What follows belongs to an exercise in optimizing a design on an open flow for a short achievable clock period and few clock cycles; a production flow would make more cautious choices.
At most, simulation tests tie the RTL to the original design; equivalence was not proved.
Power is estimated from default activity; no workload was simulated.

==> job 598: inputs <==
==> flow/design.v <==
module cpu (
  input clk,
  input reset,  
  input wire [31:0] data_o,  
  output mem_we,  
  output [1:0] mem_size,
  output [31:0] addr, data_i
);
  parameter BTB_BITS = 4;  
  localparam NB = 1 << BTB_BITS;
  localparam TAGW = 30 - BTB_BITS;
  reg [31:0] addr_q;    
  reg        we_q;      
  reg [1:0]  size_q;
  reg [31:0] wdata_q;
  reg        mem_q;     
  reg        ld_q;      
  reg [4:0]  ldrd_q;    
  reg [2:0]  ldf3_q;
  reg [31:0] npc_q;     
  reg        lw_q;      
  reg [31:0] lwdata_q;
  reg [31:0] ir_q;      
  reg [31:0] irpc_q;    
  reg        irv_q;     
  reg        irpred_q;  
  reg        halt_q;    
  assign addr = addr_q;
  assign mem_we = we_q;
  assign mem_size = size_q;
  assign data_i = wdata_q;
  reg [NB-1:0]   bv;
  reg [TAGW-1:0] btag [0:NB-1];
  reg [29:0]     btgt [0:NB-1];
  wire [BTB_BITS-1:0] fidx = addr_q[BTB_BITS+1:2];
  wire fhit = bv[fidx] && (btag[fidx] == addr_q[31:BTB_BITS+2]);
  wire [31:0] fpc4 = addr_q + 32'd4;
  wire [31:0] pred_next = fhit ? {btgt[fidx], 2'b00} : fpc4;
  wire [31:0] ir = ir_q;
  wire [4:0] op = ir[6:2];
  wire [2:0] f3 = ir[14:12];
  wire [4:0] rs1 = ir[19:15];
  wire [4:0] rs2 = ir[24:20];
  wire [4:0] rd = ir[11:7];
  wire is_lui   = op == 5'b01101;
  wire is_auipc = op == 5'b00101;
  wire is_jal   = op == 5'b11011;
  wire is_jalr  = op == 5'b11001;
  wire is_br    = op == 5'b11000;
  wire is_ld    = op == 5'b00000;
  wire is_st    = op == 5'b01000;
  wire is_opi   = op == 5'b00100;
  wire is_op    = op == 5'b01100;
  wire is_sys   = op == 5'b11100;
  wire [31:0] immI = {{20{ir[31]}}, ir[31:20]};
  wire [31:0] immS = {{20{ir[31]}}, ir[31:25], ir[11:7]};
  wire [31:0] immB = {{19{ir[31]}}, ir[31], ir[7], ir[30:25], ir[11:8], 1'b0};
  wire [31:0] immU = {ir[31:12], 12'b0};
  wire [31:0] immJ = {{11{ir[31]}}, ir[31], ir[19:12], ir[20], ir[30:21], 1'b0};
  wire ev = irv_q & ~mem_q & ~halt_q;  
  reg [31:0] lv;  
  always @(*) begin
    case (ldf3_q)
      3'b000: lv = {{24{lwdata_q[7]}}, lwdata_q[7:0]};
      3'b001: lv = {{16{lwdata_q[15]}}, lwdata_q[15:0]};
      3'b100: lv = {24'b0, lwdata_q[7:0]};
      3'b101: lv = {16'b0, lwdata_q[15:0]};
      default: lv = lwdata_q;
    endcase
  end
  wire [32*32-1:0] rfw;
  wire weE;
  wire [31:0] resE;
  assign rfw[31:0] = 32'b0;
  genvar gi;
  generate
    for (gi = 1; gi < 32; gi = gi + 1) begin : g_rf
      reg [31:0] r;
      always @(posedge clk) begin
        if (weE && rd == gi) r <= resE;
        else if (lw_q && ldrd_q == gi) r <= lv;
      end
      assign rfw[gi*32 +: 32] = r;
    end
  endgenerate
  wire [31:0] rf1 = rfw[rs1*32 +: 32];
  wire [31:0] rf2 = rfw[rs2*32 +: 32];
  wire byp1 = lw_q && ldrd_q == rs1 && rs1 != 5'd0;
  wire byp2 = lw_q && ldrd_q == rs2 && rs2 != 5'd0;
  wire [31:0] rs1v = byp1 ? lv : rf1;
  wire [31:0] rs2v = byp2 ? lv : rf2;
  wire [31:0] a = rs1v;
  wire [31:0] b = is_op ? rs2v : (is_st ? immS : immI);
  wire [31:0] sum = a + b;
  wire [31:0] diff = a - b;
  wire signed [31:0] as = a;
  wire signed [31:0] bs = b;
  wire slt = as < bs;
  wire sltu = a < b;
  wire [4:0] sh = b[4:0];
  wire [31:0] sra = as >>> sh;
  reg [31:0] alu;
  always @(*) begin
    case (f3)
      3'd0: alu = (is_op & ir[30]) ? diff : sum;
      3'd1: alu = a << sh;
      3'd2: alu = {31'b0, slt};
      3'd3: alu = {31'b0, sltu};
      3'd4: alu = a ^ b;
      3'd5: alu = ir[30] ? sra : (a >> sh);
      3'd6: alu = a | b;
      default: alu = a & b;
    endcase
  end
  wire [31:0] pc4 = irpc_q + 32'd4;
  wire [31:0] pcimm = irpc_q + (is_jal ? immJ : is_br ? immB : immU);
  assign resE = is_lui ? immU : is_auipc ? pcimm : (is_jal | is_jalr) ? pc4 : alu;
  assign weE = ev & (is_lui | is_auipc | is_jal | is_jalr | is_op | is_opi) & (rd != 5'd0);
  wire beq = rs1v == rs2v;
  wire signed [31:0] rs1s = rs1v;
  wire signed [31:0] rs2s = rs2v;
  wire blt = rs1s < rs2s;
  wire bltu = rs1v < rs2v;
  reg cond;
  always @(*) begin
    case (f3)
      3'b000: cond = beq;
      3'b001: cond = ~beq;
      3'b100: cond = blt;
      3'b101: cond = ~blt;
      3'b110: cond = bltu;
      default: cond = ~bltu;
    endcase
  end
  wire taken = is_jal | is_jalr | (is_br & cond);
  wire [31:0] target = is_jalr ? sum : pcimm;
  wire [31:0] actual_next = taken ? target : pc4;
  wire mispred = taken ? (target != addr_q) : irpred_q;
  wire [31:0] fw = {data_o[7:0], data_o[15:8], data_o[23:16], data_o[31:24]};
  always @(posedge clk) begin
    if (reset) begin
      addr_q <= 32'b0;
      we_q <= 1'b0;
      mem_q <= 1'b0;
      ld_q <= 1'b0;
      lw_q <= 1'b0;
      irv_q <= 1'b0;
      halt_q <= 1'b0;
    end else if (halt_q) begin
      we_q <= 1'b0;
      lw_q <= 1'b0;
    end else if (mem_q) begin
      we_q <= 1'b0;
      mem_q <= 1'b0;
      ld_q <= 1'b0;
      addr_q <= npc_q;
      lw_q <= ld_q;
      lwdata_q <= data_o;
    end else begin
      lw_q <= 1'b0;
      if (ev && is_sys) begin
        halt_q <= 1'b1;
        irv_q <= 1'b0;
      end else if (ev && (is_ld || is_st)) begin
        mem_q <= 1'b1;
        ld_q <= is_ld;
        we_q <= is_st & ~(f3[1] & f3[0]);
        size_q <= f3[1:0];
        wdata_q <= rs2v;
        addr_q <= sum;
        ldrd_q <= rd;
        ldf3_q <= f3;
        if (mispred) begin
          irv_q <= 1'b0;
          npc_q <= pc4;
        end else begin
          ir_q <= fw;
          irpc_q <= addr_q;
          irv_q <= 1'b1;
          irpred_q <= fhit;
          npc_q <= pred_next;
        end
      end else if (ev && mispred) begin
        irv_q <= 1'b0;
        addr_q <= actual_next;
      end else begin
        ir_q <= fw;
        irpc_q <= addr_q;
        irv_q <= 1'b1;
        irpred_q <= fhit;
        addr_q <= pred_next;
      end
    end
  end
  wire [BTB_BITS-1:0] eidx = irpc_q[BTB_BITS+1:2];
  always @(posedge clk) begin
    if (reset) begin
      bv <= {NB{1'b0}};
    end else if (ev && !is_sys) begin
      if (taken) begin
        bv[eidx] <= 1'b1;
        btag[eidx] <= irpc_q[31:BTB_BITS+2];
        btgt[eidx] <= target[31:2];
      end else if (irpred_q) begin
        bv[eidx] <= 1'b0;
      end
    end
  end
endmodule
==> flow/run.sh <==
#!/bin/bash
# synth_recipe.tcl (not shown) runs the flow's synth.tcl, then flattens the netlist and writes it again
# the make line also repeats each setting of config.mk as NAME=value (left out here)
make -C /OpenROAD-flow-scripts/flow DESIGN_CONFIG=/design/flow/config.mk WORK_HOME=/design/flow/orfs CLKGATE_MAP_FILE= SYNTH_SCRIPT=/design/flow/synth_recipe.tcl finish
==> flow/config.mk <==
export PLATFORM = sky130hd
export DESIGN_NAME = cpu
export DESIGN_NICKNAME = cpu
export VERILOG_FILES = /design/flow/design.v
export SDC_FILE = /design/flow/constraint.sdc
export NUM_CORES = 4
export LEC_CHECK = 0
export CAP_MARGIN = 20
export CORE_MARGIN = 2
export CORE_UTILIZATION = 40
export SLEW_MARGIN = 20
==> flow/constraint.sdc <==
create_clock -name core_clock -period 28.0 [get_ports {clk}]
set_input_delay 5.6000 -clock core_clock [delete_from_list [all_inputs] [get_ports {clk}]]
set_output_delay 5.6000 -clock core_clock [all_outputs]
set_load 0.01 [all_outputs]
==> inputs of job 2655, as changes to job 598 <==
==> flow/design.v, changed modules only <==
module cpu (
  input clk,
  input reset,  
  input wire [31:0] data_o,  
  output mem_we,  
  output [1:0] mem_size,
  output [31:0] addr, data_i
);
  parameter BTB_BITS = 4;  
  parameter [1:0] INIT_CTR = 2'b10;  
  parameter TAGW = 8;   
  localparam TGTW = 12;  
  localparam NB = 1 << BTB_BITS;
  reg [31:0] addr_q;    
  reg [31:0] pc_q;      
  reg        we_q;      
  reg [1:0]  size_q;
  reg [31:0] wdata_q;
  reg        mem_q;     
  reg        ld_q;      
  reg [31:0] ldoh_q;    
  reg [2:0]  ldf3_q;    
  reg [31:0] ir_q;      
  reg [31:0] s1oh_q, s2oh_q, rdoh_q;  
  reg [31:0] irpc_q;    
  reg        irv_q;     
  reg        irpred_q;  
  reg        halt_q;    
  assign addr = addr_q;
  assign mem_we = we_q;
  assign mem_size = size_q;
  assign data_i = wdata_q;
  reg [NB-1:0]   bv;
  reg [TAGW-1:0] btag [0:NB-1];
  reg [TGTW-1:0] btgt [0:NB-1];
  reg [1:0]      bctr [0:NB-1];  
  wire [BTB_BITS-1:0] fidx = pc_q[BTB_BITS+1:2];
  wire fhit = bv[fidx] && bctr[fidx][1] && (btag[fidx] == pc_q[BTB_BITS+TAGW+1:BTB_BITS+2]);
  wire [31:0] fpc4 = pc_q + 32'd4;
  wire [31:0] pred_next = fhit ? {pc_q[31:TGTW+2], btgt[fidx], 2'b00} : fpc4;
  wire [31:0] ir = ir_q;
  wire [4:0] op = ir[6:2];
  wire [2:0] f3 = ir[14:12];
  wire is_lui   = op == 5'b01101;
  wire is_auipc = op == 5'b00101;
  wire is_jal   = op == 5'b11011;
  wire is_jalr  = op == 5'b11001;
  wire is_br    = op == 5'b11000;
  wire is_ld    = op == 5'b00000;
  wire is_st    = op == 5'b01000;
  wire is_opi   = op == 5'b00100;
  wire is_op    = op == 5'b01100;
  wire is_sys   = op == 5'b11100;
  wire [31:0] immI = {{20{ir[31]}}, ir[31:20]};
  wire [31:0] immS = {{20{ir[31]}}, ir[31:25], ir[11:7]};
  wire [31:0] immB = {{19{ir[31]}}, ir[31], ir[7], ir[30:25], ir[11:8], 1'b0};
  wire [31:0] immU = {ir[31:12], 12'b0};
  wire [31:0] immJ = {{11{ir[31]}}, ir[31], ir[19:12], ir[20], ir[30:21], 1'b0};
  wire ev = irv_q & ~mem_q & ~halt_q;  
  reg [31:0] lv;  
  always @(*) begin
    case (ldf3_q)
      3'b000: lv = {{24{data_o[7]}}, data_o[7:0]};
      3'b001: lv = {{16{data_o[15]}}, data_o[15:0]};
      3'b100: lv = {24'b0, data_o[7:0]};
      3'b101: lv = {16'b0, data_o[15:0]};
      default: lv = data_o;
    endcase
  end
  wire weE;
  wire [31:0] resE;
  wire ldw = mem_q & ld_q;
  wire [31:0] wval = mem_q ? lv : resE;
  wire [32*32-1:0] rfw;
  assign rfw[31:0] = 32'b0;
  genvar gi;
  generate
    for (gi = 1; gi < 32; gi = gi + 1) begin : g_rf
      reg [31:0] r;
      always @(posedge clk) begin
        if ((weE & rdoh_q[gi]) | (ldw & ldoh_q[gi])) r <= wval;
      end
      assign rfw[gi*32 +: 32] = r;
    end
  endgenerate
  reg [31:0] rs1v, rs2v;
  integer k;
  always @(*) begin
    rs1v = 32'b0;
    rs2v = 32'b0;
    for (k = 1; k < 32; k = k + 1) begin
      rs1v = rs1v | ({32{s1oh_q[k]}} & rfw[k*32 +: 32]);
      rs2v = rs2v | ({32{s2oh_q[k]}} & rfw[k*32 +: 32]);
    end
  end
  wire [31:0] a = rs1v;
  wire [31:0] b = is_op ? rs2v : (is_st ? immS : immI);
  wire [31:0] sum = a + b;
  wire [31:0] diff = a - b;
  wire signed [31:0] as = a;
  wire signed [31:0] bs = b;
  wire slt = as < bs;
  wire sltu = a < b;
  wire [4:0] sh = b[4:0];
  wire [31:0] sra = as >>> sh;
  reg [31:0] alu;
  always @(*) begin
    case (f3)
      3'd0: alu = (is_op & ir[30]) ? diff : sum;
      3'd1: alu = a << sh;
      3'd2: alu = {31'b0, slt};
      3'd3: alu = {31'b0, sltu};
      3'd4: alu = a ^ b;
      3'd5: alu = ir[30] ? sra : (a >> sh);
      3'd6: alu = a | b;
      default: alu = a & b;
    endcase
  end
  wire [31:0] pc4 = irpc_q + 32'd4;
  wire [31:0] pcimm = irpc_q + (is_jal ? immJ : is_br ? immB : immU);
  assign resE = is_lui ? immU : is_auipc ? pcimm : (is_jal | is_jalr) ? pc4 : alu;
  assign weE = ev & (is_lui | is_auipc | is_jal | is_jalr | is_op | is_opi);
  wire signed [31:0] rs1s = rs1v;
  wire signed [31:0] rs2s = rs2v;
  wire beq = rs1v == rs2v;
  wire blt = rs1s < rs2s;
  wire bltu = rs1v < rs2v;
  reg cond;
  always @(*) begin
    case (f3)
      3'b000: cond = beq;
      3'b001: cond = ~beq;
      3'b100: cond = blt;
      3'b101: cond = ~blt;
      3'b110: cond = bltu;
      default: cond = ~bltu;
    endcase
  end
  wire taken = is_jal | is_jalr | (is_br & cond);
  wire [31:0] ea = rs1v + (is_st ? immS : immI);  
  wire [31:0] target = is_jalr ? ea : pcimm;
  wire [31:0] actual_next = taken ? target : pc4;
  wire [31:0] ta = is_jalr ? rs1v : irpc_q;
  wire [31:0] tb = is_jalr ? immI : is_jal ? immJ : immB;
  wire [31:0] tc = ta ^ tb ^ pc_q;
  wire [31:0] tco = (ta & tb) | ((ta ^ tb) & tc);
  wire target_ok = ~tc[0] & (tco[30:0] == tc[31:1]);
  wire mispred = taken ? ~target_ok : irpred_q;
  wire [31:0] fw = {data_o[7:0], data_o[15:8], data_o[23:16], data_o[31:24]};
  wire ir_load = ~mem_q & ~halt_q;  
  always @(posedge clk) begin
    if (ir_load) begin
      ir_q <= fw;
      irpc_q <= pc_q;
      irpred_q <= fhit;
      s1oh_q <= 32'b1 << fw[19:15];
      s2oh_q <= 32'b1 << fw[24:20];
      rdoh_q <= 32'b1 << fw[11:7];
    end
  end
  wire ex_mem = ev & (is_ld | is_st);
  always @(posedge clk) begin
    if (reset) begin
      irv_q <= 1'b0;
      halt_q <= 1'b0;
      mem_q <= 1'b0;
      we_q <= 1'b0;
    end else begin
      if (ir_load) irv_q <= ~(ev & (mispred | is_sys));
      if (ev & is_sys) halt_q <= 1'b1;
      mem_q <= ex_mem;
      we_q <= ex_mem & is_st & ~(f3[1] & f3[0]);
    end
  end
  wire [31:0] next_fetch = (ev & mispred) ? actual_next : pred_next;
  always @(posedge clk) begin
    if (reset) begin
      pc_q <= 32'b0;
      addr_q <= 32'b0;
    end else if (mem_q | halt_q) begin
      addr_q <= pc_q;
    end else begin
      pc_q <= next_fetch;
      addr_q <= ex_mem ? ea : next_fetch;
    end
  end
  always @(posedge clk) begin
    if (ex_mem) begin
      ld_q <= is_ld;
      ldoh_q <= rdoh_q;
      ldf3_q <= f3;
    end
  end
  always @(posedge clk) begin
    size_q <= f3[1:0];
    wdata_q <= rs2v;
  end
  wire [BTB_BITS-1:0] eidx = irpc_q[BTB_BITS+1:2];
  wire ehit = bv[eidx] && (btag[eidx] == irpc_q[BTB_BITS+TAGW+1:BTB_BITS+2]);
  wire ectl = is_br | is_jal | is_jalr;
  wire [1:0] ectr = bctr[eidx];
  always @(posedge clk) begin
    if (reset) begin
      bv <= {NB{1'b0}};
    end else if (ev) begin
      if (ectl && taken) begin
        bv[eidx] <= 1'b1;
        btag[eidx] <= irpc_q[BTB_BITS+TAGW+1:BTB_BITS+2];
        btgt[eidx] <= target[TGTW+1:2];
        bctr[eidx] <= !ehit ? INIT_CTR : (ectr == 2'b11) ? 2'b11 : ectr + 2'b01;
      end else if (ectl && ehit) begin
        bctr[eidx] <= (ectr == 2'b00) ? 2'b00 : ectr - 2'b01;
      end else if (!ectl && irpred_q) begin
        bv[eidx] <= 1'b0;
      end
    end
  end
endmodule
==> flow/flow/run.sh (new file) <==
#!/bin/bash
# Own layout flow: the standard ORFS flow (standard.sh, unchanged synthesis), run with
# repair_timing asked for extra setup slack (SETUP_SLACK_MARGIN) so that it optimises the
# paths towards a short clock period. The SDC, clock period and I/O constraints are unchanged.
# make's full output goes to flow_standard.log; ORFS's per-step logs stay under orfs/logs.
set -euo pipefail
MARGIN=$(cat flow/margin.txt)
bash standard.sh SETUP_SLACK_MARGIN="$MARGIN" finish > flow_standard.log 2>&1
==> flow/flow/margin.txt (new file) <==
21.5
==> flow/standard.sh (new file) <==
#!/bin/bash
# synth_recipe.tcl (not shown) runs the flow's synth.tcl, then flattens the netlist and writes it again
# the make line also repeats each setting of config.mk as NAME=value (left out here)
make -C /OpenROAD-flow-scripts/flow DESIGN_CONFIG=/design/flow/config.mk WORK_HOME=/design/flow/orfs CLKGATE_MAP_FILE= SYNTH_SCRIPT=/design/flow/synth_recipe.tcl "${@:-finish}"
ABC_CLOCK_PERIOD_IN_PS = 5000   (was unset)
CORE_UTILIZATION = 45   (was 40)
removed: flow/run.sh
==> inputs of job 6712, as changes to job 598 <==
--- a/flow/design.v
+++ b/flow/design.v
@@ -8,6 +8,8 @@
 );
   parameter BTB_BITS = 4;  
+  parameter [1:0] INIT_CTR = 2'b10;
   localparam NB = 1 << BTB_BITS;
-  localparam TAGW = 30 - BTB_BITS;
+  parameter TAGW = 8;   
+  localparam TGTW = 12;  
   reg [31:0] addr_q;    
   reg        we_q;      
@@ -32,9 +34,10 @@
   reg [NB-1:0]   bv;
   reg [TAGW-1:0] btag [0:NB-1];
-  reg [29:0]     btgt [0:NB-1];
+  reg [TGTW-1:0] btgt [0:NB-1];
+  reg [1:0]      bctr [0:NB-1];  
   wire [BTB_BITS-1:0] fidx = addr_q[BTB_BITS+1:2];
-  wire fhit = bv[fidx] && (btag[fidx] == addr_q[31:BTB_BITS+2]);
+  wire fhit = bv[fidx] && bctr[fidx][1] && (btag[fidx] == addr_q[BTB_BITS+TAGW+1:BTB_BITS+2]);
   wire [31:0] fpc4 = addr_q + 32'd4;
-  wire [31:0] pred_next = fhit ? {btgt[fidx], 2'b00} : fpc4;
+  wire [31:0] pred_next = fhit ? {addr_q[31:TGTW+2], btgt[fidx], 2'b00} : fpc4;
   wire [31:0] ir = ir_q;
   wire [4:0] op = ir[6:2];
@@ -194,13 +197,19 @@
   end
   wire [BTB_BITS-1:0] eidx = irpc_q[BTB_BITS+1:2];
+  wire ehit = bv[eidx] && (btag[eidx] == irpc_q[BTB_BITS+TAGW+1:BTB_BITS+2]);
+  wire ectl = is_br | is_jal | is_jalr;
+  wire [1:0] ectr = bctr[eidx];
   always @(posedge clk) begin
     if (reset) begin
       bv <= {NB{1'b0}};
-    end else if (ev && !is_sys) begin
-      if (taken) begin
+    end else if (ev && !mem_q && !halt_q) begin
+      if (ectl && taken) begin
         bv[eidx] <= 1'b1;
-        btag[eidx] <= irpc_q[31:BTB_BITS+2];
-        btgt[eidx] <= target[31:2];
-      end else if (irpred_q) begin
+        btag[eidx] <= irpc_q[BTB_BITS+TAGW+1:BTB_BITS+2];
+        btgt[eidx] <= target[TGTW+1:2];
+        bctr[eidx] <= !ehit ? INIT_CTR : (ectr == 2'b11) ? 2'b11 : ectr + 2'b01;
+      end else if (ectl && ehit) begin
+        bctr[eidx] <= (ectr == 2'b00) ? 2'b00 : ectr - 2'b01;
+      end else if (!ectl && irpred_q) begin
         bv[eidx] <= 1'b0;
       end
==> flow/flow/run.sh (new file) <==
#!/bin/bash
# Own layout flow: the standard ORFS flow (standard.sh, unchanged synthesis), run with
# repair_timing asked for extra setup slack (SETUP_SLACK_MARGIN) so that it optimises the
# paths towards a short clock period. The SDC, clock period and I/O constraints are unchanged.
# make's full output goes to flow_standard.log; ORFS's per-step logs stay under orfs/logs.
set -euo pipefail
MARGIN=$(cat flow/margin.txt)
bash standard.sh SETUP_SLACK_MARGIN="$MARGIN" finish > flow_standard.log 2>&1
==> flow/flow/margin.txt (new file) <==
21
==> flow/standard.sh (new file) <==
#!/bin/bash
# synth_recipe.tcl (not shown) runs the flow's synth.tcl, then flattens the netlist and writes it again
# the make line also repeats each setting of config.mk as NAME=value (left out here)
make -C /OpenROAD-flow-scripts/flow DESIGN_CONFIG=/design/flow/config.mk WORK_HOME=/design/flow/orfs CLKGATE_MAP_FILE= SYNTH_SCRIPT=/design/flow/synth_recipe.tcl "${@:-finish}"
ABC_CLOCK_PERIOD_IN_PS = 5000   (was unset)
removed: flow/run.sh
==> run notes <==
Yosys:
- Measured against the total synthesized area, the mux share comes to 18.9%.
- After technology mapping, the gate count stands at 8835.
- Of the total synthesized cell area, the portion taken by XOR and XNOR cells is 1.68%.

Min path:
- Counting instances, the worst hold path has a depth of 2.

Critical path:
- The reg-to-reg startpoint is ir_q[17].
- The cell count along the critical path is 1.

GRT:
- Global routing consumed, over all layers together, 36.7% of the routing resources.

STA:
- Between clock sinks in the finished design, the worst skew comes to 0.102 ns.
- The minimum period implied by the final worst setup slack is 7.26 ns.

Status:
- The run finished with no timing, DRC or antenna violations.

Power and ir drop:
- In this run the static leakage power is 41.1 nW.
(the above is from job 6712)
==> run notes <==
Yosys:
- Of the post-synthesis cell area, the part taken by muxes is 18.5%.

Min path:
- Counting instances, the worst hold path has a depth of 2.

Status:
- The run finished with no timing, DRC or antenna violations.

STA:
- Between clock sinks in the finished design, the worst skew comes to 0.105 ns.

Critical path:
- The cell count along the critical path is 25.
(the above is from job 598)
==> run notes <==
Status:
- The checks that failed were capacitance limit, slew limit.
- The run finished, with violations left.

Critical path:
- The reg-to-reg startpoint is s1oh_q[11].
- The cell count along the critical path is 15.

Power and ir drop:
- Summed over all cells, the static leakage comes to 34.6 nW.

STA:
- Clock skew on the completed layout was measured at 0.0668 ns.
- The final-report max-slew violation count was 3.

Flow run:
- The number of max-cap violations is 1.
(the above is from job 2655)
Testbench counts of job 598, summed over its fixed seeds: cycles 147,209.
Testbench counts of job 2655, summed over its fixed seeds: cycles 145,442.
The RTL of job 6712 was laid out without a check of its function.

## afterwards: timing with drivers on the ports
How much do the figures lean on ideal ports? The routed layouts below were timed once more, with nothing changed but the port constraints.
Step 1, drivers: a clkbuf_16 drives clk and a buf_2 each remaining input, both assumed.
Step 2, shift: input delay + t, output delay - t, t = (earliest + latest rising clock arrival at the registers) / 2. This alone moves slack from input paths to output paths.
a / b / c = ideal ports / drivers / drivers and shift; a / b = the first two.
run	t (ns)	setup WS [ns]	worst setup path after step 2	worst register clock-pin slew, ns	pins driven straight from the clock port
job 598	1.008	16.985 / 16.985 / 16.985	register to register	0.07 / 0.07	1
job 2655	0.927	20.828 / 20.748 / 19.820	input to register	0.07 / 0.07	1
job 6712	0.955	20.735 / 20.627 / 20.118	input to register	0.07 / 0.07	1
The setup slack of job 2655, which loses most, moves by -0.080 ns with the drivers and by -1.008 ns with both steps.
